This is an optimization exercise on Yosys and OpenROAD, whose aim is small area, a short achievable clock period and few clock cycles, not a production implementation.
Where RTL was checked, it was by simulation tests only, not by an equivalence proof against the original.
The RTL of run 1 was laid out without a check of its function.
No activity file was given, so power comes from the tool's default toggle rates.

$ cat design/flow/run.sh
#!/bin/bash
# synth_recipe.tcl (not shown) runs the flow's synth.tcl, then flattens the netlist and writes it again
# the make line also repeats each setting of config.mk as NAME=value (left out here)
make -C /OpenROAD-flow-scripts/flow DESIGN_CONFIG=/design/flow/config.mk WORK_HOME=/design/flow/orfs CLKGATE_MAP_FILE= SYNTH_SCRIPT=/design/flow/synth_recipe.tcl finish
$ cat design/flow/config.mk
export PLATFORM = sky130hd
export DESIGN_NAME = cpu_top_pipeline
export DESIGN_NICKNAME = cpu_top_pipeline
export VERILOG_FILES = /design/flow/design.v
export SDC_FILE = /design/flow/constraint.sdc
export NUM_CORES = 4
export LEC_CHECK = 0
export CAP_MARGIN = 20
export CORE_MARGIN = 2
export CORE_UTILIZATION = 55
export SETUP_SLACK_MARGIN = 3.0
export SLEW_MARGIN = 20
$ cat design/flow/constraint.sdc
create_clock -name core_clock -period 8.0 [get_ports {clk}]
set_input_delay 1.6000 -clock core_clock [delete_from_list [all_inputs] [get_ports {clk}]]
set_output_delay 1.6000 -clock core_clock [all_outputs]
set_load 0.01 [all_outputs]
$ cat design/flow/design.v
module ALU(input logic [31:0] a, input logic [31:0] b, input logic cin,
           input logic [3:0] op, output logic [31:0] sum, output logic [31:0] y,
           output logic eq, output logic lt, output logic ltu);
    logic [32:0] s33;
    logic [31:0] sh;
    assign s33 = {1'b0, a} + {1'b0, b} + {32'b0, cin};
    assign sum = s33[31:0];
    assign ltu = ~s33[32];
    assign lt  = (a[31] != b[31]) ? s33[31] : a[31];
    assign eq  = &(a ^ b);
    always_comb begin
        case (op[2:0])
            3'd1: sh = a << b[4:0];
            default: sh = op[3] ? 32'($signed(a) >>> b[4:0]) : a >> b[4:0];
        endcase
    end
    always_comb begin
        case (op[2:0])
            3'd0: y = sum;
            3'd2: y = {31'b0, lt};
            3'd3: y = {31'b0, ltu};
            3'd4: y = a ^ b;
            3'd6: y = a | b;
            3'd7: y = a & b;
            default: y = sh;
        endcase
    end
endmodule
module regfile(input logic clk, input logic wenable,
input logic [4:0] rs1, input logic [4:0] rs2,
input logic [4:0] rd, input logic [31:0] wdata,
output logic [31:0] rd1, output logic [31:0] rd2);
    logic [31:0] regs [1:31];
    logic [31:0] rf [0:31];
    always_comb begin
        rf[0] = 32'b0;
        for (int i = 1; i < 32; i++) rf[i] = regs[i];
    end
    assign rd1 = (wenable && (rd == rs1)) ? wdata : rf[rs1];
    assign rd2 = (wenable && (rd == rs2)) ? wdata : rf[rs2];
    always_ff @(posedge clk) begin
        for (int i = 1; i < 32; i++)
            if (wenable && (rd == i[4:0])) regs[i] <= wdata;
    end
endmodule
module cpu_top_pipeline(input logic clk, input logic reset,
output logic [31:0] pc, input logic [31:0] instr,
output logic [31:0] dmem_addr, output logic [31:0] dmem_wdata, output logic dmem_we, input logic [31:0] dmem_rdata,
output logic [31:0] reg_write_data,output logic [4:0] reg_write_addr,
output logic reg_debug);
logic [31:0] a_e, b_e, s_e;
logic [4:0]  rd_e;
logic [3:0]  aluop_e;
logic [2:0]  f3_e;
logic        wr_e, st_e, ld_e, sel_s_e, jalr_e, br_e, pred_e, cin_e;
logic [31:0] sum, alu_y, result, target;
logic        taken, redirect, lt, ltu, eq;
ALU alu(.a(a_e), .b(b_e), .cin(cin_e), .op(aluop_e), .sum(sum), .y(alu_y),
        .eq(eq), .lt(lt), .ltu(ltu));
assign result = sel_s_e ? s_e : (ld_e ? dmem_rdata : alu_y);
always_comb begin
    case (f3_e)
        3'd0: taken = eq;
        3'd1: taken = ~eq;
        3'd4: taken = lt;
        3'd5: taken = ~lt;
        3'd6: taken = ltu;
        default: taken = ~ltu;
    endcase
end
assign redirect = jalr_e | (br_e & (taken ^ pred_e));
assign target   = jalr_e ? {sum[31:1], 1'b0} : s_e;
assign dmem_addr  = sum;
assign dmem_wdata = s_e;
assign dmem_we    = st_e;
logic [6:0]  opc;
logic [4:0]  rs1, rs2, rd;
logic [2:0]  f3;
logic        is_lui, is_auipc, is_jal, is_jalr, is_br, is_ld, is_st, is_op, is_opimm;
logic [31:0] imm_i, imm_s, imm_b, imm_u, imm_j;
logic [31:0] rv1, rv2;
logic [31:0] pc4, pc_jb, pc_next;
logic        sub;
logic        predict;
assign opc = instr[6:0];
assign rd  = instr[11:7];
assign f3  = instr[14:12];
assign rs1 = instr[19:15];
assign rs2 = instr[24:20];
assign is_lui   = (opc[6:2] == 5'b01101);
assign is_auipc = (opc[6:2] == 5'b00101);
assign is_jal   = (opc[6:2] == 5'b11011);
assign is_jalr  = (opc[6:2] == 5'b11001);
assign is_br    = (opc[6:2] == 5'b11000);
assign is_ld    = (opc[6:2] == 5'b00000);
assign is_st    = (opc[6:2] == 5'b01000);
assign is_opimm = (opc[6:2] == 5'b00100);
assign is_op    = (opc[6:2] == 5'b01100);
assign imm_i = {{20{instr[31]}}, instr[31:20]};
assign imm_s = {{20{instr[31]}}, instr[31:25], instr[11:7]};
assign imm_b = {{19{instr[31]}}, instr[31], instr[7], instr[30:25], instr[11:8], 1'b0};
assign imm_u = {instr[31:12], 12'b0};
assign imm_j = {{11{instr[31]}}, instr[31], instr[19:12], instr[20], instr[30:21], 1'b0};
regfile register_file(
    .clk(clk), .wenable(wr_e),
    .rs1(rs1), .rs2(rs2),
    .rd(rd_e), .wdata(result),
    .rd1(rv1), .rd2(rv2)
);
assign pc4   = pc + 32'd4;
assign pc_jb = pc + (is_jal ? imm_j : (is_br ? imm_b : imm_u));
assign sub = is_br | (is_op & ((f3 == 3'd0) ? instr[30] : (f3[2:1] == 2'b01))) |
             (is_opimm & (f3[2:1] == 2'b01));
assign predict = is_jal | (is_br & (instr[31] | f3[0]));
assign pc_next = redirect ? target : (predict ? pc_jb : pc4);
always_ff @(posedge clk or posedge reset) begin
    if (reset) pc <= 32'b0;
    else       pc <= pc_next;
end
always_ff @(posedge clk or posedge reset) begin
    if (reset) begin
        wr_e   <= 1'b0;
        st_e   <= 1'b0;
        jalr_e <= 1'b0;
        br_e   <= 1'b0;
    end else begin
        wr_e   <= ~redirect & (rd != 5'd0) & ~is_br & ~is_st;
        st_e   <= ~redirect & is_st;
        jalr_e <= ~redirect & is_jalr;
        br_e   <= ~redirect & is_br;
    end
end
always_ff @(posedge clk) begin
    rd_e    <= rd;
    f3_e    <= f3;
    pred_e  <= instr[31] | f3[0];
    ld_e    <= is_ld;
    sel_s_e <= is_lui | is_auipc | is_jal | is_jalr;
    aluop_e <= {is_op ? instr[30] : (is_opimm & (f3 == 3'd5) & instr[30]),
                (is_op | is_opimm) ? f3 : 3'd0};
    cin_e   <= sub;
    a_e     <= rv1;
    b_e     <= (is_op | is_br) ? (sub ? ~rv2 : rv2) :
               (is_opimm & sub) ? ~imm_i :
               (is_st ? imm_s : imm_i);
    s_e     <= is_st ? rv2 :
               is_br ? (predict ? pc4 : pc_jb) :
               is_lui ? imm_u :
               is_auipc ? pc_jb : pc4;
end
always_ff @(posedge clk or posedge reset) begin
    if (reset) reg_debug <= 1'b0;
    else       reg_debug <= wr_e;
end
always_ff @(posedge clk) begin
    reg_write_addr <= rd_e;
    reg_write_data <= result;
end
endmodule
==> results of run 1 <==
[final timing paths]
kind / startpoint / cells past startpoint / end
max: instr[23] / 12 / b_e[3]
min: rd_e[1] / 0 / reg_write_addr[1]
max reg2reg: b_e[0] / 13 / b_e[2]
min reg2reg: rd_e[1] / 0 / reg_write_addr[1]
max in group asynchronous: reset / 3 / pc[19]
min in group asynchronous: reset / 3 / st_e
[state kept, by name, summed over array words and instances (netlist names), 4 cells and up]
register / flops
a_e: 32
aluop_e: 4
b_e: 32
pc: 32
rd_e: 5
reg_write_addr: 5
reg_write_data: 32
register_file.regs: 992
s_e: 32
[repair_timing]
item / 4_1_cts / 5_1_grt
gates cloned: 3 / 1
pin swaps: 55 / 55
hold endpoints to repair: 0 / 0
resized for setup: 276 / 119
endpoints found under the setup margin: 153 / 71
setup buffers: 109 / 51
[Yosys cell counts, types with 19 or more instances]
| cell type | number |
|---|---|
| edfxtp_1 | 992 |
| a22oi_1 | 689 |
| nand2_1 | 448 |
| nor2_1 | 382 |
| clkbuf_1 | 307 |
| a21oi_1 | 230 |
| o21ai_0 | 195 |
| nand3_1 | 169 |
| dfxtp_1 | 149 |
| a221oi_1 | 133 |
| a22o_1 | 122 |
| nor3_1 | 106 |
| ha_1 | 96 |
| inv_1 | 92 |
| nand4_1 | 70 |
| mux2i_1 | 65 |
| a222oi_1 | 64 |
| xnor2_1 | 60 |
| mux4_2 | 59 |
| xor2_1 | 57 |
| a211oi_1 | 55 |
| a21o_1 | 53 |
| nor4_1 | 52 |
| buf_1 | 46 |
| o211ai_1 | 45 |
| a31oi_1 | 43 |
| dfrtp_1 | 37 |
| and3_1 | 28 |
| buf_2 | 25 |
| o22ai_1 | 23 |
| or3_1 | 19 |
[cell families after synthesis]
logic type                 share of synthesized area
AOI/OAI and AO/OA                              0.222
muxes                                         0.0356
buffers and inverters                         0.0317
DFF                                            0.567
xor gates and xnor gates                      0.0172
adders and majority gates                     0.0212
and+or+nand+nor                                0.105
[metrics by stage]
step,power [uW],utilization
5_1_grt,21000,0.670
6_report,20700,0.670
3_5_place_dp,13900,0.604
2_1_floorplan,11100,-
3_3_place_gp,13800,0.604
4_1_cts,20000,0.661
[where the power goes]
part | internal [uW] | switching [uW] | leakage, uW | total [uW]
sequential | 7770 | 627 | 0.0107 | 8390
combinational | 2310 | 4080 | 0.0125 | 6390
clock | 3350 | 2580 | 0.00200 | 5930
[worst max-delay path: cells and delay by family]
kind,cells,cell delay [ns]
buffers and inverters,3,0.99
xor gates and xnor gates,1,0.21
AOI/OAI and AO/OA,4,1.52
and+or+nand+nor,4,1.39
[routing by layer]
metal	share of wire	routed length, um	vias up	track usage
met5	0.0022	681	-	0.0278
met3	0.19	58800	2107	0.266
met4	0.11	34500	30	0.433
met2	0.39	122000	6911	0.752
li1	-	-	21500	-
met1	0.31	96800	27300	0.652
[layout make-up]
cell class	count	area, um^2	share of cell area
Sequential cell	1178	33800	0.471
Multi-Input combinational cell	3542	26100	0.364
Timing Repair Buffer	611	5480	0.0764
Clock buffer	149	3200	0.0447
Tap cell	1403	1760	0.0245
Clock inverter	76	931	0.0130
Inverter	98	398	0.00555
Antenna cell	5	12.5	0.000174
Timing Repair inverter	1	6.26	0.0000872
==> run notes, run 1 <==
nets=5715; Worst Path Required=8.57 ns; WHS=0.476 ns; most used cell along the critical path=a21oi_1; crit end category=register; Site Rows=120; die height=333 um; flop and latch count out of synthesis=1178; final cell count without fillers=7063; die width=333 um; Via density=8.18; crit-path cells=clkdlybuf4s50_1, buf_4, or3b_2, nor2_4, buf_12, a222oi_1, nand3_1, nor3_1, a21oi_1, a21oi_1, xnor2_1, a21oi_1; post-route ant nets=0; Cells after DPL=6669; Setup CP Type=in -> reg; Hold Crit Class=reg -> reg; Fill cells=8106; Total Routing Usage GR=0.548; Mapped Avg Cell Area=11.4 um^2; Reg clk slew, reported paths=0.08 ns; Synth top area share=0.501; Final Hold Fails=0; first-pass GRT wire length=419000 um; Final period util=0.649; commonest non-fill, non-tap cell in the layout=edfxtp_1; DRT iter0 DRCs=14000; ranking of synthesized cells by area=edfxtp_1 50%, a22oi_1 8.7%, dfxtp_1 5.0%; antenna violations before repair=17; Synth Instances=5203; CTS buffer count=118; finished layout cell area=0.0717 mm^2; H-tree depth=3; r2r setup slk=2.88 ns; Slew @ Worst Pin=1.29 ns; run status=timing/DRC/antenna clean; io pins=201; Max Clk Rate=193 MHz; setup TNS=0 ns; Slew headroom=0.135; largest net degree at the start of global routing=76; Starting Density=0.555; Mapped Nets=5368; Mapped Area=0.0594 mm^2; Leak=0.0251 uW; Setup WS pre-CTS=1.29 ns; post-synth top area cell=edfxtp_1; Clk Latency, worst-skew pair=0.78 ns; Main synth FF type=edfxtp_1; Post-synth EDFFs=992; Initial DRT Pass Iterations=13; post-route minimum period=5.19 ns; TritonCTS clock tree=done; die area=0.111 mm^2; DRC=0; PD cells=289 mW/mm^2; core box area=0.107 mm^2; Via Count=57800; RSZ-0062 raised after global routing=yes; hold-fix buffer count after cts=0; vias in the first global route=52500; clk buf depth=3; crit start category=input pin; # setup viols final=0; HPWL reported at the end of detailed placement=188000 um; Layout Skew=0.0606 ns; final WL=313000 um; CP max stage delay=0.62 ns; Yosys cell types=93; Final WS setup=2.81 ns; critical path arrival=5.76 ns; crit path max fanout=24; P&R area growth vs syn=20.7%; VDD IR max=0.000214 V; GRT overflow=0; clk sink count=1178; most frequent cells in the layout=992 x edfxtp_1, 689 x a22oi_1, 442 x nand2_1; GPL Wtd Cong=1.06; I/O Buffers=198; share of layout cells above drive strength 1=0.190; total of max-cap violations=0; share of flip-flops with an asynchronous set or reset=0.0314; Seq/Total Area, Yosys=0.567; Pins Over Slew Limit=0; YS warnings=5; routed wire length per instance=44.3 um; CTS Root Cell=clkbuf_16; cell area after placement=0.0647 mm^2; Critical Path Slowest Stage Cell=nor2_4
==> inputs of run 2 (changes only) <==
--- a/design/flow/design.v
+++ b/design/flow/design.v
@@ -36,8 +36,8 @@
         rf[0] = 32'b0;
         for (int i = 1; i < 32; i++) rf[i] = regs[i];
     end
-    assign rd1 = (wenable && (rd == rs1)) ? wdata : rf[rs1];
-    assign rd2 = (wenable && (rd == rs2)) ? wdata : rf[rs2];
+    assign rd1 = rf[rs1];
+    assign rd2 = rf[rs2];
     always_ff @(posedge clk) begin
         for (int i = 1; i < 32; i++)
             if (wenable && (rd == i[4:0])) regs[i] <= wdata;
@@ -53,11 +53,23 @@
 logic [3:0]  aluop_e;
 logic [2:0]  f3_e;
 logic        wr_e, st_e, ld_e, sel_s_e, jalr_e, br_e, pred_e, cin_e;
-logic [31:0] sum, alu_y, result, target;
+logic        fa_e, fb_e, fs_e;
+logic [31:0] res_m, s_m;
+logic [4:0]  rd_m;
+logic        wr_m, st_m, ld_m;
+logic [31:0] result_m;
+assign dmem_addr  = res_m;
+assign dmem_wdata = s_m;
+assign dmem_we    = st_m;
+assign result_m = ld_m ? dmem_rdata : res_m;
+logic [31:0] a, b, s, sum, alu_y, res_e, target;
 logic        taken, redirect, lt, ltu, eq;
-ALU alu(.a(a_e), .b(b_e), .cin(cin_e), .op(aluop_e), .sum(sum), .y(alu_y),
+assign a = fa_e ? result_m : a_e;
+assign b = fb_e ? (result_m ^ {32{cin_e}}) : b_e;
+assign s = fs_e ? result_m : s_e;
+ALU alu(.a(a), .b(b), .cin(cin_e), .op(aluop_e), .sum(sum), .y(alu_y),
         .eq(eq), .lt(lt), .ltu(ltu));
-assign result = sel_s_e ? s_e : (ld_e ? dmem_rdata : alu_y);
+assign res_e = sel_s_e ? s_e : alu_y;
 always_comb begin
     case (f3_e)
         3'd0: taken = eq;
@@ -70,18 +82,15 @@
 end
 assign redirect = jalr_e | (br_e & (taken ^ pred_e));
 assign target   = jalr_e ? {sum[31:1], 1'b0} : s_e;
-assign dmem_addr  = sum;
-assign dmem_wdata = s_e;
-assign dmem_we    = st_e;
 logic [6:0]  opc;
 logic [4:0]  rs1, rs2, rd;
 logic [2:0]  f3;
 logic        is_lui, is_auipc, is_jal, is_jalr, is_br, is_ld, is_st, is_op, is_opimm;
 logic [31:0] imm_i, imm_s, imm_b, imm_u, imm_j;
-logic [31:0] rv1, rv2;
+logic [31:0] rf1, rf2, rv1, rv2;
 logic [31:0] pc4, pc_jb, pc_next;
-logic        sub;
-logic        predict;
+logic        sub, predict, use_rs2;
+logic        e1, e2, m1, m2;
 assign opc = instr[6:0];
 assign rd  = instr[11:7];
 assign f3  = instr[14:12];
@@ -102,15 +111,22 @@
 assign imm_u = {instr[31:12], 12'b0};
 assign imm_j = {{11{instr[31]}}, instr[31], instr[19:12], instr[20], instr[30:21], 1'b0};
 regfile register_file(
-    .clk(clk), .wenable(wr_e),
+    .clk(clk), .wenable(wr_m),
     .rs1(rs1), .rs2(rs2),
-    .rd(rd_e), .wdata(result),
-    .rd1(rv1), .rd2(rv2)
+    .rd(rd_m), .wdata(result_m),
+    .rd1(rf1), .rd2(rf2)
 );
+assign e1 = wr_e & (rd_e == rs1);
+assign e2 = wr_e & (rd_e == rs2);
+assign m1 = wr_m & (rd_m == rs1);
+assign m2 = wr_m & (rd_m == rs2);
+assign rv1 = m1 ? result_m : rf1;
+assign rv2 = m2 ? result_m : rf2;
 assign pc4   = pc + 32'd4;
 assign pc_jb = pc + (is_jal ? imm_j : (is_br ? imm_b : imm_u));
 assign sub = is_br | (is_op & ((f3 == 3'd0) ? instr[30] : (f3[2:1] == 2'b01))) |
              (is_opimm & (f3[2:1] == 2'b01));
+assign use_rs2 = is_op | is_br;
 assign predict = is_jal | (is_br & (instr[31] | f3[0]));
 assign pc_next = redirect ? target : (predict ? pc_jb : pc4);
 always_ff @(posedge clk or posedge reset) begin
@@ -123,11 +139,15 @@
         st_e   <= 1'b0;
         jalr_e <= 1'b0;
         br_e   <= 1'b0;
+        wr_m   <= 1'b0;
+        st_m   <= 1'b0;
     end else begin
         wr_e   <= ~redirect & (rd != 5'd0) & ~is_br & ~is_st;
         st_e   <= ~redirect & is_st;
         jalr_e <= ~redirect & is_jalr;
         br_e   <= ~redirect & is_br;
+        wr_m   <= wr_e;
+        st_m   <= st_e;
     end
 end
 always_ff @(posedge clk) begin
@@ -139,21 +159,28 @@
     aluop_e <= {is_op ? instr[30] : (is_opimm & (f3 == 3'd5) & instr[30]),
                 (is_op | is_opimm) ? f3 : 3'd0};
     cin_e   <= sub;
+    fa_e    <= e1;
+    fb_e    <= e2 & use_rs2;
+    fs_e    <= e2 & is_st;
     a_e     <= rv1;
-    b_e     <= (is_op | is_br) ? (sub ? ~rv2 : rv2) :
+    b_e     <= use_rs2 ? (sub ? ~rv2 : rv2) :
                (is_opimm & sub) ? ~imm_i :
                (is_st ? imm_s : imm_i);
     s_e     <= is_st ? rv2 :
                is_br ? (predict ? pc4 : pc_jb) :
                is_lui ? imm_u :
                is_auipc ? pc_jb : pc4;
+    rd_m    <= rd_e;
+    ld_m    <= ld_e;
+    res_m   <= res_e;
+    s_m     <= s;
 end
 always_ff @(posedge clk or posedge reset) begin
     if (reset) reg_debug <= 1'b0;
-    else       reg_debug <= wr_e;
+    else       reg_debug <= wr_m;
 end
 always_ff @(posedge clk) begin
-    reg_write_addr <= rd_e;
-    reg_write_data <= result;
+    reg_write_addr <= rd_m;
+    reg_write_data <= result_m;
 end
 endmodule
--- a/design/flow/config.mk
+++ b/design/flow/config.mk
@@ -7,6 +7,7 @@
 export LEC_CHECK = 0
 export CAP_MARGIN = 20
 export CORE_MARGIN = 2
-export CORE_UTILIZATION = 55
-export SETUP_SLACK_MARGIN = 3.0
+export CORE_UTILIZATION = 35
+export PLACE_DENSITY = 0.5
+export SETUP_SLACK_MARGIN = 4.0
 export SLEW_MARGIN = 20
==> run 2 against run 1 <==
Net effect: first-iteration DRC count down 20%; highest routed layer unchanged; critical path type unchanged; critical endpoint is now pc[15]; wire length grew 13%; combinational power is 28% higher.
==> run notes, run 2 <==
Yosys cell types=98 (was 93); P&R area growth vs syn=30.6% (was 20.7%); Critical Path Slowest Stage Cell=or4_1 (was nor2_4); mux contribution to synthesized area=0.0410 (was 0.0356); Post-synth EDFFs=992 (unchanged); DRT iter0 DRCs=11300 (was 14000); # setup viols final=0 (unchanged); FF/Latch Area=0.0352 mm^2 (was 0.0338 mm^2); most used cell along the critical path=buf_6 (was a21oi_1); share of flip-flops with an asynchronous set or reset=0.0311 (was 0.0314); Fill cells=16100 (was 8106); GPL Wtd Cong=0.977 (was 1.06); Total Routing Usage GR=0.377 (was 0.548); r2r endpoint=pc[15] (was b_e[2]); vias in the first global route=54900 (was 52500); run status=timing/DRC/antenna clean (unchanged); Synth Instances=5436 (was 5203); clk buf depth=3 (unchanged); compound-gate portion of the synthesized area=0.215 (was 0.222); Site Rows=154 (was 120); CP Buf/Inv Count=6 (was 3); post-route ant nets=0 (unchanged); synth cell count leaders=992 x edfxtp_1, 702 x a22oi_1, 391 x nor2_1 (was 992 x edfxtp_1, 689 x a22oi_1, 448 x nand2_1); Starting Density=0.352 (was 0.555); Max Clk Rate=206 MHz (was 193 MHz); I/O Buffers=198 (unchanged); VDD IR max=0.000208 V (was 0.000214 V); Hold Path Depth=0 (unchanged); most frequent cells in the layout=992 x edfxtp_1, 699 x a22oi_1, 528 x buf_4 (was 992 x edfxtp_1, 689 x a22oi_1, 442 x nand2_1); RSZ-0062 raised after global routing=yes (unchanged); commonest non-fill, non-tap cell in the layout=edfxtp_1 (unchanged); crit-path cells=buf_6, mux2i_4, buf_12, xnor2_4, mux2i_4, buf_6, fa_2, fa_2, nand2b_4, a211oi_4, o21ai_2, a211oi_2, or4_4, buf_6, o21ai_2, o311a_1, a211o_4, buf_4, buf_12, or4_1, o211ai_1 (was clkdlybuf4s50_1, buf_4, or3b_2, nor2_4, buf_12, a222oi_1, nand3_1, nor3_1, a21oi_1, a21oi_1, xnor2_1, a21oi_1); Post-Synth Adder-Cell Area=0.0203 (was 0.0212); crit path launch=dmem_rdata[0] (was instr[23]); CTS Root Cell=clkbuf_16 (unchanged); die height=425 um (was 333 um); most common cell in the netlist=edfxtp_1 (unchanged); RR Startpoint=ld_m (was b_e[0]); post-synth top area cell=edfxtp_1 (unchanged); YS warnings=5 (unchanged); critical path arrival=5.54 ns (was 5.76 ns); ranking of synthesized cells by area=edfxtp_1 48%, a22oi_1 8.5%, dfxtp_1 7.2% (was edfxtp_1 50%, a22oi_1 8.7%, dfxtp_1 5.0%); Slew headroom=0.190 (was 0.135); antenna violations before repair=17 (unchanged); DRC=0 (unchanged); HPWL reported at the end of detailed placement=211000 um (was 188000 um); Seq/Total Area, Yosys=0.568 (was 0.567); Pins Over Slew Limit=0 (unchanged); multi-input logic area=0.0290 mm^2 (was 0.0261 mm^2); Reg clk slew, reported paths=0.06 ns (was 0.08 ns); routed wire length per instance=41.4 um (was 44.3 um); CP max stage delay=0.41 ns (was 0.62 ns); Final WS setup=3.14 ns (was 2.81 ns); Hold Crit Class=reg -> reg (unchanged); post-route minimum period=4.86 ns (was 5.19 ns); Initial DRT Pass Iterations=10 (was 13); Crit path depth=21 (was 12); Synth top area share=0.480 (was 0.501); Setup WS pre-CTS=1.52 ns (was 1.29 ns); crit path max fanout=6 (was 24); Leak=0.0286 uW (was 0.0251 uW); Final Hold Fails=0 (unchanged); r2r setup slk=3.25 ns (was 2.88 ns); Mapped Area=0.0620 mm^2 (was 0.0594 mm^2); H-tree depth=4 (was 3); Final period util=0.607 (was 0.649); Mapped Nets=5601 (was 5368); Layout Skew=0.0679 ns (was 0.0606 ns); final WL=354000 um (was 313000 um); io pins=201 (unchanged); delay-heaviest family, CP=compound AO/OA/AOI/OAI gates (unchanged); post-synthesis simple-gate area fraction=0.0944 (was 0.105); CTS buffer count=139 (was 118); Worst Setup EP=pc[15] (was b_e[3]); setup TNS=0 ns (unchanged); die area=0.181 mm^2 (was 0.111 mm^2); crit end category=register (unchanged); core box area=0.176 mm^2 (was 0.107 mm^2); share of layout cells above drive strength 1=0.251 (was 0.190); die width=425 um (was 333 um); Biggest register=register_file.regs (unchanged); clk sink count=1253 (was 1178); Setup CP Type=in -> reg (unchanged); Mapped Avg Cell Area=11.4 um^2 (about the same); Clk Latency, worst-skew pair=0.82 ns (was 0.78 ns); GRT overflow=0 (unchanged); Main synth FF type=edfxtp_1 (unchanged); flop and latch count out of synthesis=1253 (was 1178); largest net degree at the start of global routing=65 (was 76); first-pass GRT wire length=469000 um (was 419000 um); Reg2Reg Depth=21 (was 13); Via density=6.87 (was 8.18); Via Count=58600 (was 57800); Worst Path Required=8.69 ns (was 8.57 ns); max reg flops=992 (unchanged); crit start category=input pin (unchanged); nets=6236 (was 5715); XOR/XNOR share of the synthesized area=0.0260 (was 0.0172); largest family of logic cells by synthesized area=compound AO/OA/AOI/OAI gates (unchanged); PD cells=295 mW/mm^2 (was 289 mW/mm^2); Slew @ Worst Pin=1.21 ns (was 1.29 ns); total of max-cap violations=0 (unchanged); TritonCTS clock tree=done (unchanged)
-- run 2: changes by cell type in the layout (fill, tap and decap cells not counted), sizes merged, moves of 52 or more --
cell   change
buf      +276
dfxtp     +73
inv       +52
mux2i    +121
mux4      -55
nand2     -73
xnor2     +66
-- run 2: what timing repair did --
| action | CTS | global route |
|---|---|---|
| pin swaps | 222 | 170 |
| cloned | 4 | 3 |
| gates resized for setup | 569 | 216 |
| setup buffers | 339 | 86 |
| setup endpoints to repair | 164 | 147 |
| hold buffers | 0 | 0 |
-- run 2: cell type report --
| class | count | area share |
|---|---|---|
| Sequential cell | 1253 | 0.435 |
| Inverter | 153 | 0.00731 |
| Timing Repair Buffer | 892 | 0.107 |
| Clock buffer | 190 | 0.0467 |
| Multi-Input combinational cell | 3632 | 0.358 |
| Tap cell | 2340 | 0.0362 |
| Clock inverter | 65 | 0.0101 |
| Antenna cell | 12 | 0.000371 |
-- run 2: how the worst min path moves through the flow --
| stage | startpoint | to | slack, ns |
|---|---|---|---|
| finish | ld_e | ld_m | 0.33 |
| global route | ld_e | ld_m | 0.34 |
| CTS | ld_e | ld_m | 0.33 |
| detailed placement | ld_e | ld_m | 0.32 |
| global placement | ld_e | ld_m | 0.32 |
| floorplan | ld_e | ld_m | 0.31 |
-- run 2: kinds of logic (layout without fill, tap and decap cells) --
| logic type | count (synthesis) | count (layout) |
|---|---|---|
| adder cells (fa/ha/maj) | 99 | 99 |
| AO/OA/AOI/OAI | 1833 | 1833 |
| flip-flops | 1253 | 1253 |
| buffers and inverters | 553 | 1300 |
| XOR/XNOR | 184 | 184 |
| AND/OR/NAND/NOR | 1276 | 1278 |
| other | 0 | 12 |
| multiplexers | 238 | 238 |
-- run 2: stage by stage --
stage                     hold slack [ns]  instances   util  total power (uW)  cell area, um^2
after floorplan                     0.310       5436      -             12100            62700
after global placement              0.318       7826  0.391             15400            68800
after detailed placement            0.322       7833  0.391             15400            68900
after CTS                           0.331       8431  0.450             23100            79200
after global routing                0.342       8528  0.460             24400            81000
final                               0.330       8537  0.460             23900            81000
-- run 2: power by group --
group	switching (uW)	total, uW	internal [uW]
logic	4950	8160	3210
registers	750	9120	8370
clock network	2860	6580	3720
total	8570	23900	15300
-- run 2: metal layers --
layer | wire length, um | track usage
met1 | 121000 | 0.444
met2 | 149000 | 0.559
met3 | 49600 | 0.142
met4 | 34000 | 0.281
met5 | 205 | 0.00238
Testbench counts of run 2, summed over its fixed seeds: cycles 451,214.
==> inputs of run 3 (changes only) <==
--- a/design/flow/design.v
+++ b/design/flow/design.v
@@ -175,12 +175,7 @@
     res_m   <= res_e;
     s_m     <= s;
 end
-always_ff @(posedge clk or posedge reset) begin
-    if (reset) reg_debug <= 1'b0;
-    else       reg_debug <= wr_m;
-end
-always_ff @(posedge clk) begin
-    reg_write_addr <= rd_m;
-    reg_write_data <= result_m;
-end
+assign reg_debug      = wr_m;
+assign reg_write_addr = rd_m;
+assign reg_write_data = result_m;
 endmodule
--- a/design/flow/config.mk
+++ b/design/flow/config.mk
@@ -8,6 +8,7 @@
 export CAP_MARGIN = 20
 export CORE_MARGIN = 2
 export CORE_UTILIZATION = 35
+export CTS_BUF_LIST = sky130_fd_sc_hd__clkbuf_4 sky130_fd_sc_hd__clkbuf_8
 export PLACE_DENSITY = 0.5
 export SETUP_SLACK_MARGIN = 4.0
 export SLEW_MARGIN = 20
==> run 3 against run 2 <==
Net effect: still clean on timing, DRC and antenna; design area shrank 0.15%; wire length grew 1.9%; register-to-register slack gained 0.10 ns; sequential power shrank 3.8%; setup slack gained 0.17 ns; critical endpoint is now pc[3].
==> run notes, run 3 <==
run status=timing/DRC/antenna clean (unchanged); max reg flops=992 (unchanged); Cells after DPL=7812 (was 7833); routed wire length per instance=41.6 um (was 41.4 um); Sw Share=0.368 (was 0.359); PD cells=300 mW/mm^2 (was 295 mW/mm^2); Seq/Total Area, Yosys=0.562 (was 0.568); Reg clk slew, reported paths=0.06 ns (about the same); CTS Root Cell=clkbuf_8 (was clkbuf_16); Yosys cell types=98 (unchanged); switching power=8950 uW (was 8570 uW); YS warnings=5 (unchanged); Layout Skew=0.102 ns (was 0.0679 ns); clk buf depth=3 (unchanged); first-pass GRT wire length=477000 um (was 469000 um); Total Routing Usage GR=0.387 (was 0.377); total of max-cap violations=0 (unchanged); crit path max fanout=8 (was 6); ranking of synthesized cells by area=edfxtp_1 49%, a22oi_1 8.6%, dfxtp_1 6.0% (was edfxtp_1 48%, a22oi_1 8.5%, dfxtp_1 7.2%); clock power share=0.245 (was 0.276); Fill cells=16000 (was 16100); Starting Density=0.352 (about the same); clk sink count=1215 (was 1253); hold-fix buffer count after cts=0 (unchanged); RSZ-0062 raised after global routing=yes (unchanged); FF/Latch Area=0.0345 mm^2 (was 0.0352 mm^2); Final Hold Fails=0 (unchanged); Setup CP Type=in -> reg (unchanged); CTS buffer count=202 (was 139); TritonCTS clock tree=done (unchanged); die height=422 um (was 425 um); Slew @ Worst Pin=1.20 ns (was 1.21 ns); VDD IR max=0.000181 V (was 0.000208 V); commonest non-fill, non-tap cell in the layout=edfxtp_1 (unchanged); Mapped Nets=5563 (was 5601); die area=0.178 mm^2 (was 0.181 mm^2); HPWL reported at the end of detailed placement=213000 um (was 211000 um); post-route minimum period=4.69 ns (was 4.86 ns); Mapped Area=0.0613 mm^2 (was 0.0620 mm^2); Clk Latency, worst-skew pair=1.04 ns (was 0.82 ns); Main synth FF type=edfxtp_1 (unchanged); critical path arrival=5.57 ns (was 5.54 ns); RR Startpoint=ld_m (unchanged); Hold Crit Class=reg -> reg (unchanged); most common cell in the netlist=edfxtp_1 (unchanged); Hold Path Depth=0 (unchanged); Pins Over Slew Limit=0 (unchanged); antenna violations before repair=22 (was 17); Via density=6.88 (was 6.87); DRT iter0 DRCs=12000 (was 11300); largest net degree at the start of global routing=66 (was 65); crit start category=input pin (unchanged); io pins=201 (unchanged); final cell count without fillers=8678 (was 8537); Mapped Avg Cell Area=11.3 um^2 (was 11.4 um^2); Final period util=0.586 (was 0.607); Leak=0.0288 uW (was 0.0286 uW); Initial DRT Pass Iterations=8 (was 10); multi-input logic area=0.0284 mm^2 (was 0.0290 mm^2); Internal=15300 uW (about the same); flop and latch count out of synthesis=1215 (was 1253); Site Rows=153 (was 154); final WL=361000 um (was 354000 um); crit path launch=dmem_rdata[8] (was dmem_rdata[0]); Worst Path Required=8.88 ns (was 8.69 ns); Synth Instances=5398 (was 5436); Worst Min Path Start=ld_e (unchanged); vias in the first global route=55800 (was 54900); synth cell count leaders=992 x edfxtp_1, 702 x a22oi_1, 391 x nor2_1 (unchanged); GRT overflow=0 (unchanged); P&R area growth vs syn=32.0% (was 30.6%); most frequent cells in the layout=992 x edfxtp_1, 701 x a22oi_1, 536 x buf_4 (was 992 x edfxtp_1, 699 x a22oi_1, 528 x buf_4); Seq pwr share=0.361 (was 0.382); die width=422 um (was 425 um); I/O Buffers=198 (unchanged); Reg2Reg Depth=20 (was 21); Synth top area share=0.486 (was 0.480); GPL Wtd Cong=0.979 (was 0.977); share of layout cells above drive strength 1=0.276 (was 0.251); post-route ant nets=0 (unchanged); DRC=0 (unchanged); H-tree depth=4 (unchanged); nets=6341 (was 6236); post-synth top area cell=edfxtp_1 (unchanged); # setup viols final=0 (unchanged); Via Count=59700 (was 58600); setup TNS=0 ns (unchanged); Post-synth EDFFs=992 (unchanged); share of flip-flops with an asynchronous set or reset=0.0313 (was 0.0311); crit end category=register (unchanged); Biggest register=register_file.regs (unchanged); core box area=0.174 mm^2 (was 0.176 mm^2); Slew headroom=0.200 (was 0.190); Max Clk Rate=213 MHz (was 206 MHz); part of the power in combinational logic=0.393 (was 0.342)
-- run 3: cell count changes after synthesis, sizes merged --
cell / delta
dfrtp: -1
dfxtp: -37
-- run 3: per-layer routing --
layer,share of wire,wire length (um),vias to the layer above,track usage
met5,0.00027,97,-,0
met4,0.090,32400,14,0.272
met3,0.15,54300,1601,0.152
met2,0.41,150000,5850,0.562
met1,0.34,124000,29300,0.469
li1,-,-,23000,-
-- run 3: logic make-up (layout without fill, tap and decap cells) --
| kind of cell | count (synthesis) | count (layout) | share of synthesized area |
|---|---|---|---|
| other | 0 | 13 | 0 |
| AO/OA/AOI/OAI | 1833 | 1833 | 0.218 |
| flip-flops | 1215 | 1215 | 0.562 |
| multiplexers | 238 | 238 | 0.0415 |
| XOR/XNOR | 184 | 184 | 0.0263 |
| adder cells (fa/ha/maj) | 99 | 99 | 0.0206 |
| AND/OR/NAND/NOR | 1276 | 1279 | 0.0956 |
| buffers and inverters | 553 | 1492 | 0.0357 |
-- run 3: power by group through the flow --
stage          logic (uW)  registers, uW  clock network [uW]
2_1_floorplan        3230           8600                   0
3_3_place_gp         6320           8840                   0
3_5_place_dp         6340           8840                   0
4_1_cts              8690           8710                5970
5_1_grt              9830           8770                6240
6_report             9560           8770                5960
-- run 3: what timing repair did --
action / 4_1_cts / 5_1_grt
setup endpoints to repair: 196 / 150
pin swaps: 153 / 94
gates cloned: 38 / 2
resized for setup: 841 / 185
setup buffers: 346 / 99
-- run 3: critical path, cell delays in order --
cell and delay, ns:
buf_6 0.10, mux2i_4 0.27, buf_6 0.16, xnor2_2 0.05
mux2_4 0.31, ha_4 0.27, a211oi_2 0.25, nor2_2 0.08
or3_4 0.40, o21ai_4 0.21, o41ai_4 0.10, buf_4 0.18
a41o_4 0.29, xnor2_2 0.15, a211o_4 0.43, buf_12 0.18
buf_12 0.14, o41a_1 0.29, o21ai_1 0.08
-- run 3: cell type report --
| class | count | share of cell area |
|---|---|---|
| flip-flops and latches | 1215 | 0.426 |
| well taps | 2325 | 0.0360 |
| repair inverters | 7 | 0.000433 |
| diodes | 13 | 0.000402 |
| clock buffers | 274 | 0.0425 |
| clock inverters | 94 | 0.0108 |
| multi-input cells | 3633 | 0.351 |
| inverters | 153 | 0.00859 |
| repair buffers | 964 | 0.124 |
-- run 3: path summary, 6_finish.rpt --
kind	endpoint	slack [ns]
worst max-delay path	pc[3]	3.31
worst min-delay path	ld_m	0.32
worst max register to register	pc[3]	3.35
worst min register to register	ld_m	0.32
max in group asynchronous	jalr_e	6.16
min in group asynchronous	pc[14]	1.18
-- run 3: metrics by stage --
step | setup slack (ns) | utilization | area, um^2 | hold slack, ns | total power, uW
after floorplan | 2.59 | - | 62000 | 0.310 | 11800
after global placement | 1.34 | 0.393 | 68300 | 0.318 | 15200
after detailed placement | 1.34 | 0.393 | 68300 | 0.314 | 15200
after CTS | 3.30 | 0.455 | 79100 | 0.324 | 23400
after global routing | 3.29 | 0.465 | 80800 | 0.330 | 24800
final | 3.31 | 0.465 | 80900 | 0.323 | 24300
Testbench counts of run 3, summed over its fixed seeds: cycles 451,214.
==> inputs of run 4 (changes only) <==
--- a/design/flow/design.v
+++ b/design/flow/design.v
@@ -1,17 +1,37 @@
+module ks_add(input logic [31:0] a, input logic [31:0] b, input logic cin,
+              output logic [31:0] s, output logic co);
+    logic [32:0] g0, p0, g1, p1, g2, p2, g3, p3, g4, p4, g5, p5;
+    assign g0 = {a & b, cin};
+    assign p0 = {a ^ b, 1'b0};
+    ks_level #(.D(1))  l1(.gi(g0), .pi(p0), .go(g1), .po(p1));
+    ks_level #(.D(2))  l2(.gi(g1), .pi(p1), .go(g2), .po(p2));
+    ks_level #(.D(4))  l3(.gi(g2), .pi(p2), .go(g3), .po(p3));
+    ks_level #(.D(8))  l4(.gi(g3), .pi(p3), .go(g4), .po(p4));
+    ks_level #(.D(16)) l5(.gi(g4), .pi(p4), .go(g5), .po(p5));
+    assign s  = p0[32:1] ^ g5[31:0];
+    assign co = g5[32] | (p5[32] & cin);
+endmodule
+module ks_level #(parameter int D = 1)
+    (input logic [32:0] gi, input logic [32:0] pi, output logic [32:0] go, output logic [32:0] po);
+    assign go[D-1:0] = gi[D-1:0];
+    assign po[D-1:0] = pi[D-1:0];
+    assign go[32:D]  = gi[32:D] | (pi[32:D] & gi[32-D:0]);
+    assign po[32:D]  = pi[32:D] & pi[32-D:0];
+endmodule
 module ALU(input logic [31:0] a, input logic [31:0] b, input logic cin,
-           input logic [3:0] op, output logic [31:0] sum, output logic [31:0] y,
+           input logic [4:0] shamt, input logic [3:0] op,
+           output logic [31:0] sum, output logic [31:0] y,
            output logic eq, output logic lt, output logic ltu);
-    logic [32:0] s33;
+    logic        co;
     logic [31:0] sh;
-    assign s33 = {1'b0, a} + {1'b0, b} + {32'b0, cin};
-    assign sum = s33[31:0];
-    assign ltu = ~s33[32];
-    assign lt  = (a[31] != b[31]) ? s33[31] : a[31];
+    ks_add add(.a(a), .b(b), .cin(cin), .s(sum), .co(co));
+    assign ltu = ~co;
+    assign lt  = (a[31] != b[31]) ? sum[31] : a[31];
     assign eq  = &(a ^ b);
     always_comb begin
         case (op[2:0])
-            3'd1: sh = a << b[4:0];
-            default: sh = op[3] ? 32'($signed(a) >>> b[4:0]) : a >> b[4:0];
+            3'd1: sh = a << shamt;
+            default: sh = op[3] ? 32'($signed(a) >>> shamt) : a >> shamt;
         endcase
     end
     always_comb begin
@@ -53,7 +73,8 @@
 logic [3:0]  aluop_e;
 logic [2:0]  f3_e;
 logic        wr_e, st_e, ld_e, sel_s_e, jalr_e, br_e, pred_e, cin_e;
-logic        fa_e, fb_e, fs_e;
+logic        fal_e, far_e, fbl_e, fbr_e, fsl_e, fsr_e;
+logic [4:0]  shamt_e;
 logic [31:0] res_m, s_m;
 logic [4:0]  rd_m;
 logic        wr_m, st_m, ld_m;
@@ -63,11 +84,13 @@
 assign dmem_we    = st_m;
 assign result_m = ld_m ? dmem_rdata : res_m;
 logic [31:0] a, b, s, sum, alu_y, res_e, target;
+logic [4:0]  shamt;
 logic        taken, redirect, lt, ltu, eq;
-assign a = fa_e ? result_m : a_e;
-assign b = fb_e ? (result_m ^ {32{cin_e}}) : b_e;
-assign s = fs_e ? result_m : s_e;
-ALU alu(.a(a), .b(b), .cin(cin_e), .op(aluop_e), .sum(sum), .y(alu_y),
+assign a = fal_e ? dmem_rdata : (far_e ? res_m : a_e);
+assign b = fbl_e ? (dmem_rdata ^ {32{cin_e}}) : (fbr_e ? (res_m ^ {32{cin_e}}) : b_e);
+assign s = fsl_e ? dmem_rdata : (fsr_e ? res_m : s_e);
+assign shamt = fbl_e ? dmem_rdata[4:0] : (fbr_e ? res_m[4:0] : shamt_e);
+ALU alu(.a(a), .b(b), .cin(cin_e), .shamt(shamt), .op(aluop_e), .sum(sum), .y(alu_y),
         .eq(eq), .lt(lt), .ltu(ltu));
 assign res_e = sel_s_e ? s_e : alu_y;
 always_comb begin
@@ -88,7 +111,7 @@
 logic        is_lui, is_auipc, is_jal, is_jalr, is_br, is_ld, is_st, is_op, is_opimm;
 logic [31:0] imm_i, imm_s, imm_b, imm_u, imm_j;
 logic [31:0] rf1, rf2, rv1, rv2;
-logic [31:0] pc4, pc_jb, pc_next;
+logic [31:0] pc4, pc_jb;
 logic        sub, predict, use_rs2;
 logic        e1, e2, m1, m2;
 assign opc = instr[6:0];
@@ -123,16 +146,24 @@
 assign rv1 = m1 ? result_m : rf1;
 assign rv2 = m2 ? result_m : rf2;
 assign pc4   = pc + 32'd4;
-assign pc_jb = pc + (is_jal ? imm_j : (is_br ? imm_b : imm_u));
+ks_add add_jb(.a(pc), .b(instr[3] ? imm_j : imm_b), .cin(1'b0), .s(pc_jb), .co());
 assign sub = is_br | (is_op & ((f3 == 3'd0) ? instr[30] : (f3[2:1] == 2'b01))) |
              (is_opimm & (f3[2:1] == 2'b01));
 assign use_rs2 = is_op | is_br;
 assign predict = is_jal | (is_br & (instr[31] | f3[0]));
-assign pc_next = redirect ? target : (predict ? pc_jb : pc4);
+logic [31:0] pc_pred, pc_redir;
+logic        redir_q;
+assign pc = redir_q ? pc_redir : pc_pred;
 always_ff @(posedge clk or posedge reset) begin
-    if (reset) pc <= 32'b0;
-    else       pc <= pc_next;
-end
+    if (reset) begin
+        pc_pred <= 32'b0;
+        redir_q <= 1'b0;
+    end else begin
+        pc_pred <= predict ? pc_jb : pc4;
+        redir_q <= redirect;
+    end
+end
+always_ff @(posedge clk) pc_redir <= target;
 always_ff @(posedge clk or posedge reset) begin
     if (reset) begin
         wr_e   <= 1'b0;
@@ -155,21 +186,24 @@
     f3_e    <= f3;
     pred_e  <= instr[31] | f3[0];
     ld_e    <= is_ld;
-    sel_s_e <= is_lui | is_auipc | is_jal | is_jalr;
+    sel_s_e <= is_lui | is_jal | is_jalr;
     aluop_e <= {is_op ? instr[30] : (is_opimm & (f3 == 3'd5) & instr[30]),
                 (is_op | is_opimm) ? f3 : 3'd0};
     cin_e   <= sub;
-    fa_e    <= e1;
-    fb_e    <= e2 & use_rs2;
-    fs_e    <= e2 & is_st;
-    a_e     <= rv1;
+    fal_e   <= e1 & ~is_auipc & ld_e;
+    far_e   <= e1 & ~is_auipc & ~ld_e;
+    fbl_e   <= e2 & use_rs2 & ld_e;
+    fbr_e   <= e2 & use_rs2 & ~ld_e;
+    fsl_e   <= e2 & is_st & ld_e;
+    fsr_e   <= e2 & is_st & ~ld_e;
+    a_e     <= is_auipc ? pc : rv1;
     b_e     <= use_rs2 ? (sub ? ~rv2 : rv2) :
                (is_opimm & sub) ? ~imm_i :
-               (is_st ? imm_s : imm_i);
+               is_st ? imm_s : (is_auipc ? imm_u : imm_i);
+    shamt_e <= is_op ? rv2[4:0] : instr[24:20];
     s_e     <= is_st ? rv2 :
                is_br ? (predict ? pc4 : pc_jb) :
-               is_lui ? imm_u :
-               is_auipc ? pc_jb : pc4;
+               is_lui ? imm_u : pc4;
     rd_m    <= rd_e;
     ld_m    <= ld_e;
     res_m   <= res_e;
--- a/design/flow/config.mk
+++ b/design/flow/config.mk
@@ -10,5 +10,5 @@
 export CORE_UTILIZATION = 35
 export CTS_BUF_LIST = sky130_fd_sc_hd__clkbuf_4 sky130_fd_sc_hd__clkbuf_8
 export PLACE_DENSITY = 0.5
-export SETUP_SLACK_MARGIN = 4.0
+export SETUP_SLACK_MARGIN = 4.2
 export SLEW_MARGIN = 20
==> run 4 against run 3 <==
Net effect: still clean on timing, DRC and antenna; utilization shrank 1.1 points; wire length grew 9.8%; sequential share of layout area down 0.10 points; setup slack better by 0.56 ns; critical path type is now reg -> out.
==> run notes, run 4 <==
run status=timing/DRC/antenna clean (unchanged); Yosys cell types=118 (was 98); crit path max fanout=5 (was 8); most frequent cells in the layout=992 x edfxtp_1, 700 x a22oi_1, 489 x buf_4 (was 992 x edfxtp_1, 701 x a22oi_1, 536 x buf_4); flop and latch count out of synthesis=1256 (was 1215); CTS Root Cell=clkbuf_8 (unchanged); Post-synth EDFFs=992 (unchanged); Seq/Total Area, Yosys=0.547 (was 0.562); Site Rows=157 (was 153); Main synth FF type=edfxtp_1 (unchanged); final cell count without fillers=9000 (was 8678); Reg clk slew, reported paths=0.07 ns (was 0.06 ns); Final Hold Fails=0 (unchanged); die height=433 um (was 422 um); hold-fix buffer count after cts=0 (unchanged); Mapped Nets=5854 (was 5563); Via Count=62600 (was 59700); antenna violations before repair=29 (was 22); Worst Path Required=6.40 ns (was 8.88 ns); CTS buffer count=213 (was 202); Via density=6.96 (was 6.88); core box area=0.183 mm^2 (was 0.174 mm^2); Final period util=0.516 (was 0.586); GRT overflow=0 (unchanged); Hold Crit Class=reg -> reg (unchanged); DRC=0 (unchanged); Synth Instances=5690 (was 5398); Final WS setup=3.87 ns (was 3.31 ns); max reg flops=992 (unchanged); GPL Wtd Cong=1.01 (was 0.979); Mapped Area=0.0645 mm^2 (was 0.0613 mm^2); compound-gate portion of the synthesized area=0.223 (was 0.218); post-synthesis simple-gate area fraction=0.0957 (was 0.0956); PD cells=298 mW/mm^2 (was 300 mW/mm^2); die area=0.188 mm^2 (was 0.178 mm^2); share of layout cells above drive strength 1=0.287 (was 0.276); Leak=0.0299 uW (was 0.0288 uW); crit end category=output pin (was register); Biggest register=register_file.regs (unchanged); clk sink count=1256 (was 1215); HPWL reported at the end of detailed placement=227000 um (was 213000 um); ranking of synthesized cells by area=edfxtp_1 46%, a22oi_1 8.2%, dfxtp_1 7.0% (was edfxtp_1 49%, a22oi_1 8.6%, dfxtp_1 6.0%); Synth top area share=0.462 (was 0.486); I/O Buffers=198 (unchanged); WHS=0.384 ns (was 0.323 ns); largest family of logic cells by synthesized area=compound AO/OA/AOI/OAI gates (unchanged); RSZ-0062 raised after global routing=yes (unchanged); Slew @ Worst Pin=1.18 ns (was 1.20 ns); P&R area growth vs syn=29.1% (was 32.0%); Cells after DPL=8113 (was 7812); Slew headroom=0.216 (was 0.200); Setup WS pre-CTS=1.62 ns (was 1.34 ns); post-route minimum period=4.13 ns (was 4.69 ns); VDD IR max=0.000160 V (was 0.000181 V); routed wire length per instance=44.0 um (was 41.6 um); Starting Density=0.352 (about the same); Setup CP Type=reg -> out (was in -> reg); H-tree depth=4 (unchanged); Clk Latency, worst-skew pair=1.08 ns (was 1.04 ns); post-synth top area cell=edfxtp_1 (unchanged); most common cell in the netlist=edfxtp_1 (unchanged); die width=433 um (was 422 um); io pins=201 (unchanged); Post-Synth Adder-Cell Area=0.0192 (was 0.0206); crit start category=register (was input pin); clk buf depth=3 (unchanged); total of max-cap violations=0 (unchanged); synth cell count leaders=992 x edfxtp_1, 708 x a22oi_1, 471 x nand2_1 (was 992 x edfxtp_1, 702 x a22oi_1, 391 x nor2_1); final WL=396000 um (was 361000 um); Layout Skew=0.109 ns (was 0.102 ns); mux contribution to synthesized area=0.0558 (was 0.0415); critical path arrival=2.53 ns (was 5.57 ns); DRT iter0 DRCs=12800 (was 12000); XOR/XNOR share of the synthesized area=0.0201 (was 0.0263); # setup viols final=0 (unchanged); Pins Over Slew Limit=0 (unchanged); TritonCTS clock tree=done (unchanged); post-route ant nets=0 (unchanged); Total Routing Usage GR=0.408 (was 0.387); commonest non-fill, non-tap cell in the layout=edfxtp_1 (unchanged); Initial DRT Pass Iterations=13 (was 8); YS warnings=5 (unchanged); final core occ=0.455 (was 0.465); share of flip-flops with an asynchronous set or reset=0.0311 (was 0.0313); Mapped Avg Cell Area=11.3 um^2 (about the same); Max Clk Rate=242 MHz (was 213 MHz); first-pass GRT wire length=517000 um (was 477000 um); nets=6502 (was 6341); setup TNS=0 ns (unchanged); vias in the first global route=58500 (was 55800); largest net degree at the start of global routing=72 (was 66)
-- run 4: cell count changes after synthesis, sizes merged, moves of 40 or more --
cell and change:
buf +105, o21ai +43, mux2i +47, nand3 +65, mux2 +54, nor2 -109
clkbuf -54, nand4 -40, dfxtp +40, nand2 +97
-- run 4: worst paths after layout --
kind	to	startpoint	cells past startpoint	slack (ns)
worst max-delay path	reg_write_data[26]	ld_m	5	3.87
worst min-delay path	rd_m[0]	rd_e[0]	0	0.38
worst max register to register	res_m[16]	fbl_e	22	3.96
worst min register to register	rd_m[0]	rd_e[0]	0	0.38
max in group asynchronous	redir_q	reset	3	6.40
min in group asynchronous	pc_pred[26]	reset	3	1.05
-- run 4: routing by layer --
layer / share of wire / track usage / vias to the layer above
met3: 0.15 / 0.181 / 1887
met2: 0.41 / 0.577 / 6193
met5: 0.00048 / 0.00963 / -
li1: - / - / 23900
met1: 0.34 / 0.469 / 30600
met4: 0.11 / 0.345 / 22
-- run 4: per-stage QoR --
step | cell area [um^2] | total power (uW)
after global routing | 83200 | 25200
after floorplan | 64800 | 12200
after CTS | 81200 | 23800
after detailed placement | 70200 | 15800
final | 83200 | 24800
after global placement | 70200 | 15800
-- run 4: where the power goes --
group	switching, uW	internal, uW
Clock	3070	3460
Sequential	917	8390
Combinational	5500	3440
-- run 4: area by class of cell --
class | count | area (um^2)
sequential | 1256 | 35400
tap | 2464 | 3080
multi-input combinational | 3872 | 30600
fill | 17000 | 99800
antenna | 15 | 37.5
timing repair inverter | 1 | 8.76
clock inverter | 123 | 1180
inverter | 127 | 518
timing repair buffer | 867 | 8950
clock buffer | 275 | 3490
-- run 4: logic make-up after synthesis --
kind of cell / after synthesis
compound gates: 1953
simple gates: 1319
buf+inv: 578
xor+xnor: 148
mux: 338
fa+ha+maj: 98
flops: 1256
-- run 4: critical path, cell delays in order (launching register included) --
cell	delay (ns)
dfxtp_4	0.43
buf_12	0.18
buf_16	0.16
buf_6	0.10
mux2_4	0.40
buf_6	0.18
-- run 4: timing repair --
action                     4_1_cts  5_1_grt
gates resized for setup       1164      268
setup buffers                  312      121
pin swaps                      111      107
setup endpoints to repair      281      208
cloned                          38        1
Testbench counts of run 4, summed over its fixed seeds: cycles 451,214.
==> inputs of run 5 (changes only) <==
--- a/design/flow/config.mk
+++ b/design/flow/config.mk
@@ -12,3 +12,4 @@
 export PLACE_DENSITY = 0.5
 export SETUP_SLACK_MARGIN = 4.2
 export SLEW_MARGIN = 20
+export TNS_END_PERCENT = 5
==> run 5 against run 4 <==
Net effect: still clean; critical path depth increased by 6; clock skew decreased by 0.0077 ns; synthesized cell count unchanged; sequential power about the same; hold slack got worse by 0.035 ns; clock power decreased by 0.8%; count of clock-buffer cells in the layout increased by 3; wire length decreased by 1.5%; largest power group unchanged.
==> run notes, run 5 <==
HPWL reported at the end of detailed placement=228000 um (was 227000 um); Starting Density=0.352 (unchanged); Via Count=62400 (was 62600); Seq/Total Area, Yosys=0.547 (unchanged); Slew @ Worst Pin=1.21 ns (was 1.18 ns); post-synth top area cell=edfxtp_1 (unchanged); clk buf depth=3 (unchanged); Reg2Reg Depth=9 (was 22); DRT iter0 DRCs=12800 (about the same); crit-path cells=clkdlybuf4s50_1, buf_4, or2_4, nor2_4, buf_6, a22o_1, a221oi_1, nand3_1, or4_1, a221oi_4, nor2_1 (was buf_12, buf_16, buf_6, mux2_4, buf_6); flop and latch count out of synthesis=1256 (unchanged); crit end category=register (was output pin); io pins=201 (unchanged); Max Clk Rate=239 MHz (was 242 MHz); PD cells=294 mW/mm^2 (was 298 mW/mm^2); commonest non-fill, non-tap cell in the layout=edfxtp_1 (unchanged); routed wire length per instance=44.0 um (about the same); Biggest register=register_file.regs (unchanged); CTS buffer count=212 (was 213); max reg flops=992 (unchanged); Initial DRT Pass Iterations=14 (was 13); YS warnings=5 (unchanged); post-route ant nets=0 (unchanged); die height=433 um (unchanged); Pins Over Slew Limit=0 (unchanged); Synth Instances=5690 (unchanged); # setup viols final=0 (unchanged); Synth top area share=0.462 (unchanged); final WL=390000 um (was 396000 um); first-pass GRT wire length=511000 um (was 517000 um); VDD IR max=0.000189 V (was 0.000160 V); antenna violations before repair=42 (was 29); synth cell count leaders=992 x edfxtp_1, 708 x a22oi_1, 471 x nand2_1 (unchanged); core box area=0.183 mm^2 (unchanged); largest net degree at the start of global routing=65 (was 72); crit start category=input pin (was register); Mapped Area=0.0645 mm^2 (unchanged); Site Rows=157 (unchanged); Mapped Avg Cell Area=11.3 um^2 (unchanged); Yosys cell types=118 (unchanged); GPL Wtd Cong=1.00 (was 1.01); Crit path depth=11 (was 5); Reg clk slew, reported paths=0.06 ns (was 0.07 ns); Post-synth EDFFs=992 (unchanged); Worst Path Required=8.92 ns (was 6.40 ns); post-route minimum period=4.19 ns (was 4.13 ns); H-tree depth=4 (unchanged); Slew headroom=0.193 (was 0.216); delay-heaviest family, CP=simple AND/OR/NAND/NOR gates (was buffers and inverters); ranking of synthesized cells by area=edfxtp_1 46%, a22oi_1 8.2%, dfxtp_1 7.0% (unchanged); I/O Buffers=198 (unchanged); Critical Path Slowest Stage Cell=or4_1 (was dfxtp_4); most common cell in the netlist=edfxtp_1 (unchanged); Layout Skew=0.101 ns (was 0.109 ns); die area=0.188 mm^2 (unchanged); TritonCTS clock tree=done (unchanged); Clk Latency, worst-skew pair=1.11 ns (was 1.08 ns); DRC=0 (unchanged); Mapped Nets=5854 (unchanged); Hold Crit Class=reg -> reg (unchanged); critical path arrival=5.12 ns (was 2.53 ns); final core occ=0.438 (was 0.455); share of layout cells above drive strength 1=0.238 (was 0.287); Hold Path Depth=0 (unchanged); nets=6363 (was 6502); most frequent cells in the layout=992 x edfxtp_1, 707 x a22oi_1, 462 x nand2_1 (was 992 x edfxtp_1, 700 x a22oi_1, 489 x buf_4); Final period util=0.524 (was 0.516); total of max-cap violations=0 (unchanged); Setup CP Type=in -> reg (was reg -> out); CP max stage delay=0.71 ns (was 0.43 ns); RSZ-0062 raised after global routing=yes (unchanged); Total Routing Usage GR=0.402 (was 0.408); vias in the first global route=58300 (was 58500); P&R area growth vs syn=24.3% (was 29.1%); crit path max fanout=20 (was 5); CP Buf/Inv Count=3 (was 4); hold-fix buffer count after cts=0 (unchanged); setup TNS=0 ns (unchanged); Leak=0.0287 uW (was 0.0299 uW); clk sink count=1256 (unchanged); Final Hold Fails=0 (unchanged); die width=433 um (unchanged); GRT overflow=0 (unchanged); share of flip-flops with an asynchronous set or reset=0.0311 (unchanged); CTS Root Cell=clkbuf_8 (unchanged); Main synth FF type=edfxtp_1 (unchanged); Via density=7.04 (was 6.96); run status=timing/DRC/antenna clean (unchanged)
run 5: final timing paths:
check                            from     endpoint  slack (ns)
max                         instr[19]      a_e[18]        3.81
min                              st_e         st_m        0.35
max reg2reg                aluop_e[0]    res_m[27]        3.90
min reg2reg                      st_e         st_m        0.35
max in group asynchronous       reset      redir_q        6.40
min in group asynchronous       reset  pc_pred[19]        1.03
run 5: layer usage:
layer  up-vias  wire length [um]  global-route usage
met5         -               358                   0
met1     30400            133000               0.473
met2      6428            158000               0.569
met4        50             38800               0.316
li1      23600                 -                   -
met3      1861             60300               0.177
run 5: worst register-to-register path, delay by kind of cell (launching register included):
kind                   cells  cell delay, ns
AND/OR/NAND/NOR            3            1.62
AO/OA/AOI/OAI              4            0.84
flip-flops                 1            0.31
buffers and inverters      2            1.26
run 5: report_power, final:
part	switching [uW]	internal, uW
Combinational	5030	2720
Sequential	979	8360
Clock	3090	3390
run 5: cell type report:
class / count / area, um^2
clock inverter: 120 / 1170
tap: 2464 / 3080
timing repair buffer: 727 / 6960
multi-input combinational: 3875 / 29600
clock buffer: 278 / 3510
antenna: 17 / 42.5
inverter: 127 / 494
sequential: 1256 / 35300
fill: 17300 / 103000
run 5: kinds of logic (layout without fill, tap and decap cells):
group / after synthesis / in the layout / share of synthesized area
AOI/OAI and AO/OA: 1953 / 1955 / 0.223
and+or+nand+nor: 1319 / 1319 / 0.0957
DFF: 1256 / 1256 / 0.547
buffers and inverters: 578 / 1252 / 0.0394
muxes: 338 / 355 / 0.0558
xor gates and xnor gates: 148 / 148 / 0.0201
adders and majority gates: 98 / 98 / 0.0192
other: 0 / 17 / 0
run 5: metrics by stage:
stage                     instance area [um^2]  instances  power, uW  hold slack [ns]  setup slack [ns]
after global routing                     80100       8850      24000            0.353              3.84
after global placement                   70200       8129      15700            0.336              1.42
final                                    80100       8864      23600            0.349              3.81
after CTS                                79200       8796      23000            0.349              3.84
after detailed placement                 70200       8129      15700            0.336              1.45
after floorplan                          64600       5690      12200            0.331              3.61
run 5: repair_timing:
action,CTS,global route
buffers inserted,241,46
gates resized for setup,758,138
setup endpoints to repair,283,258
endpoints found under the hold margin,0,0
pin swaps,77,19
gates cloned,28,3
==> inputs of run 6 (changes only) <==
--- a/design/flow/design.v
+++ b/design/flow/design.v
@@ -28,12 +28,14 @@
     assign ltu = ~co;
     assign lt  = (a[31] != b[31]) ? sum[31] : a[31];
     assign eq  = &(a ^ b);
-    always_comb begin
-        case (op[2:0])
-            3'd1: sh = a << shamt;
-            default: sh = op[3] ? 32'($signed(a) >>> shamt) : a >> shamt;
-        endcase
-    end
+    logic        left;
+    logic [31:0] ar, sr;
+    assign left = (op[2:0] == 3'd1);
+    for (genvar i = 0; i < 32; i++) begin : rev
+        assign ar[i] = left ? a[31 - i] : a[i];
+        assign sh[i] = left ? sr[31 - i] : sr[i];
+    end
+    assign sr = 32'($signed({op[3] & a[31], ar}) >>> shamt);
     always_comb begin
         case (op[2:0])
             3'd0: y = sum;
--- a/design/flow/config.mk
+++ b/design/flow/config.mk
@@ -10,6 +10,6 @@
 export CORE_UTILIZATION = 35
 export CTS_BUF_LIST = sky130_fd_sc_hd__clkbuf_4 sky130_fd_sc_hd__clkbuf_8
 export PLACE_DENSITY = 0.5
-export SETUP_SLACK_MARGIN = 4.2
+export SETUP_SLACK_MARGIN = 3.8
 export SLEW_MARGIN = 20
 export TNS_END_PERCENT = 5
==> run 6 against run 5 <==
Net effect: utilization decreased by 0.98 points; clock power down 3.7%; fmax is 8.3% lower; highest routed layer unchanged; synthesized cell count down 3.5%; critical path depth increased by 1; hold slack better by 0.063 ns; critical path type unchanged; total power shrank 3.6%; non-clock buffer count fell by 142; wire length fell by 4.0%; global-route usage is 0.43 points lower.
==> run notes, run 6 <==
most common cell in the netlist=edfxtp_1 (unchanged); Yosys cell types=102 (was 118); synth cell count leaders=992 x edfxtp_1, 639 x a22oi_1, 522 x nand2_1 (was 992 x edfxtp_1, 708 x a22oi_1, 471 x nand2_1); run status=timing/DRC/antenna clean (unchanged); Via density=7.04 (about the same); Mapped Avg Cell Area=11.4 um^2 (was 11.3 um^2); Sw Share=0.380 (was 0.386); post-route ant nets=0 (unchanged); crit end category=register (unchanged); Slew headroom=0.204 (was 0.193); final WL=375000 um (was 390000 um); critical path arrival=5.49 ns (was 5.12 ns); CTS Root Cell=clkbuf_8 (unchanged); XOR/XNOR share of the synthesized area=0.0222 (was 0.0201); VDD IR max=0.000151 V (was 0.000189 V); H-tree depth=4 (unchanged); die area=0.182 mm^2 (was 0.188 mm^2); Seq/Total Area, Yosys=0.563 (was 0.547); commonest non-fill, non-tap cell in the layout=edfxtp_1 (unchanged); largest family of logic cells by synthesized area=compound AO/OA/AOI/OAI gates (unchanged); Clk Latency, worst-skew pair=1.04 ns (was 1.11 ns); clk buf depth=3 (unchanged); I/O Buffers=198 (unchanged); PD cells=298 mW/mm^2 (was 294 mW/mm^2); core box area=0.178 mm^2 (was 0.183 mm^2); DRT iter0 DRCs=12500 (was 12800); share of layout cells above drive strength 1=0.202 (was 0.238); routed wire length per instance=44.4 um (was 44.0 um); Internal=14100 uW (was 14500 uW); cell area after placement=0.0689 mm^2 (was 0.0702 mm^2); Synth top area share=0.476 (was 0.462); YS warnings=5 (unchanged); clk sink count=1256 (unchanged); Post-synth EDFFs=992 (unchanged); part of the power in combinational logic=0.316 (was 0.329); Site Rows=155 (was 157); nets=6061 (was 6363); vias in the first global route=55100 (was 58300); Setup CP Type=in -> reg (unchanged); Total Routing Usage GR=0.398 (was 0.402); final core occ=0.428 (was 0.438); flop and latch count out of synthesis=1256 (unchanged); first-pass GRT wire length=490000 um (was 511000 um); Via Count=59400 (was 62400); setup TNS=0 ns (unchanged); die height=427 um (was 433 um); post-synth top area cell=edfxtp_1 (unchanged); crit start category=input pin (unchanged); Leak=0.0269 uW (was 0.0287 uW); max reg flops=992 (unchanged); Pins Over Slew Limit=0 (unchanged); Post-Synth Adder-Cell Area=0.0198 (was 0.0192); RSZ-0062 raised after global routing=yes (unchanged); Initial DRT Pass Iterations=11 (was 14); switching power=8630 uW (was 9100 uW); Final Hold Fails=0 (unchanged); GPL Wtd Cong=1.03 (was 1.00); Biggest register=register_file.regs (unchanged); Reg clk slew, reported paths=0.06 ns (about the same); CTS buffer count=211 (was 212); Setup WS pre-CTS=1.44 ns (was 1.45 ns); die width=427 um (was 433 um); Slew @ Worst Pin=1.19 ns (was 1.21 ns); Final WS setup=3.43 ns (was 3.81 ns); Total Power=22700 uW (was 23600 uW); largest net degree at the start of global routing=65 (unchanged); TritonCTS clock tree=done (unchanged); mux contribution to synthesized area=0.0471 (was 0.0558); HPWL reported at the end of detailed placement=224000 um (was 228000 um); Starting Density=0.351 (was 0.352); post-route minimum period=4.57 ns (was 4.19 ns)
-- run 6: cell count changes in the layout (fill, tap and decap cells not counted), sizes merged, moves of 21 or more --
cell,before,now
a22o,115,163
a22oi,708,639
buf,570,396
clkbuf,291,314
clkdlybuf4s50,87,135
clkinv,97,70
mux2i,235,139
nand2,473,522
nand3,227,139
nand4,40,64
o211ai,41,20
o21ai,224,274
or4,33,3
xor2,55,76
-- run 6: power by group through the flow --
stage	registers, uW	clock network (uW)	logic [uW]
6_report	9310	6230	7180
5_1_grt	9280	6490	7360
4_1_cts	9230	6210	6760
3_5_place_dp	9220	0	6330
3_3_place_gp	9220	0	6320
2_1_floorplan	8850	0	3180
-- run 6: path summary, 6_finish.rpt --
check / cells after the start / start / to / slack (ns)
min in group asynchronous: 2 / reset / pc_pred[0] / 1.10
hold / removal: 0 / st_e / st_m / 0.41
setup / recovery: 12 / instr[23] / b_e[16] / 3.43
max in group asynchronous: 2 / reset / redir_q / 6.26
hold reg to reg: 0 / st_e / st_m / 0.41
setup reg to reg: 15 / res_m[1] / res_m[26] / 3.66
-- run 6: layout make-up --
| type | count | area, um^2 |
|---|---|---|
| fill | 16800 | 102000 |
| sequential | 1256 | 35300 |
| multi-input combinational | 3719 | 27200 |
| timing repair buffer | 585 | 5810 |
| clock buffer | 300 | 3650 |
| tap | 2355 | 2950 |
| clock inverter | 87 | 801 |
| inverter | 124 | 498 |
| antenna | 16 | 40.0 |
-- run 6: critical path, stage by stage --
cell and delay (ns):
clkdlybuf4s15_2 0.41, buf_4 0.32, nand3b_1 0.42, nor2_4 0.66
buf_12 0.37, a22oi_1 0.15, nand2_1 0.10, nor4_1 0.07
a21oi_1 0.65, a21oi_2 0.27, xor2_1 0.23, o21ai_0 0.19
-- run 6: cells by family after synthesis --
group / Yosys count
AO/OA/AOI/OAI: 1924
XOR/XNOR: 158
adder cells (fa/ha/maj): 98
buffers and inverters: 534
flip-flops: 1256
multiplexers: 251
AND/OR/NAND/NOR: 1271
-- run 6: stage by stage --
| step | cells | hold slack, ns |
|---|---|---|
| after detailed placement | 7871 | 0.384 |
| after global routing | 8429 | 0.403 |
| final | 8442 | 0.411 |
| after floorplan | 5492 | 0.331 |
| after CTS | 8384 | 0.400 |
| after global placement | 7871 | 0.381 |
-- run 6: timing repair --
item                                    in CTS  in global routing
pin swaps                                   36                 27
buffers inserted                           106                 41
gates cloned                                20                  1
endpoints found under the setup margin     242                187
resized for setup                          349                121
-- run 6: routing by layer --
layer,global-route usage,vias to the layer above,part of all wire
li1,-,22500,-
met1,0.470,29100,0.34
met2,0.581,5967,0.41
met3,0.158,1753,0.15
met4,0.300,24,0.097
met5,0,-,0.00061
Testbench counts of run 6, summed over its fixed seeds: cycles 451,214.

[separate check: timing with driven ports]
No port has a modelled driver above. Below, the same layouts with a new extraction and two added sets of constraints. Step 1 assumes that a clkbuf_16 drives the clock port and a buf_2 every other input. Step 2, shift: input delay + t, output delay - t, t = (earliest + latest rising clock arrival at the registers) / 2. This alone moves slack from input paths to output paths. Three values: ideal, step 1, step 2; two values: the first two.
run | t, ns | slack for setup (ns)
run 1 | 0.827 | 2.806 / 2.760 / 2.023
run 2 | 0.867 | 3.143 / 3.183 / 2.316
run 3 | 1.060 | 3.314 / 3.352 / 2.298
run 4 | 1.106 | 3.873 / 3.792 / 2.876
run 5 | 1.139 | 3.808 / 3.783 / 2.659
run 6 | 1.083 | 3.430 / 3.484 / 2.404
After both steps setup and hold are still met in every run listed.
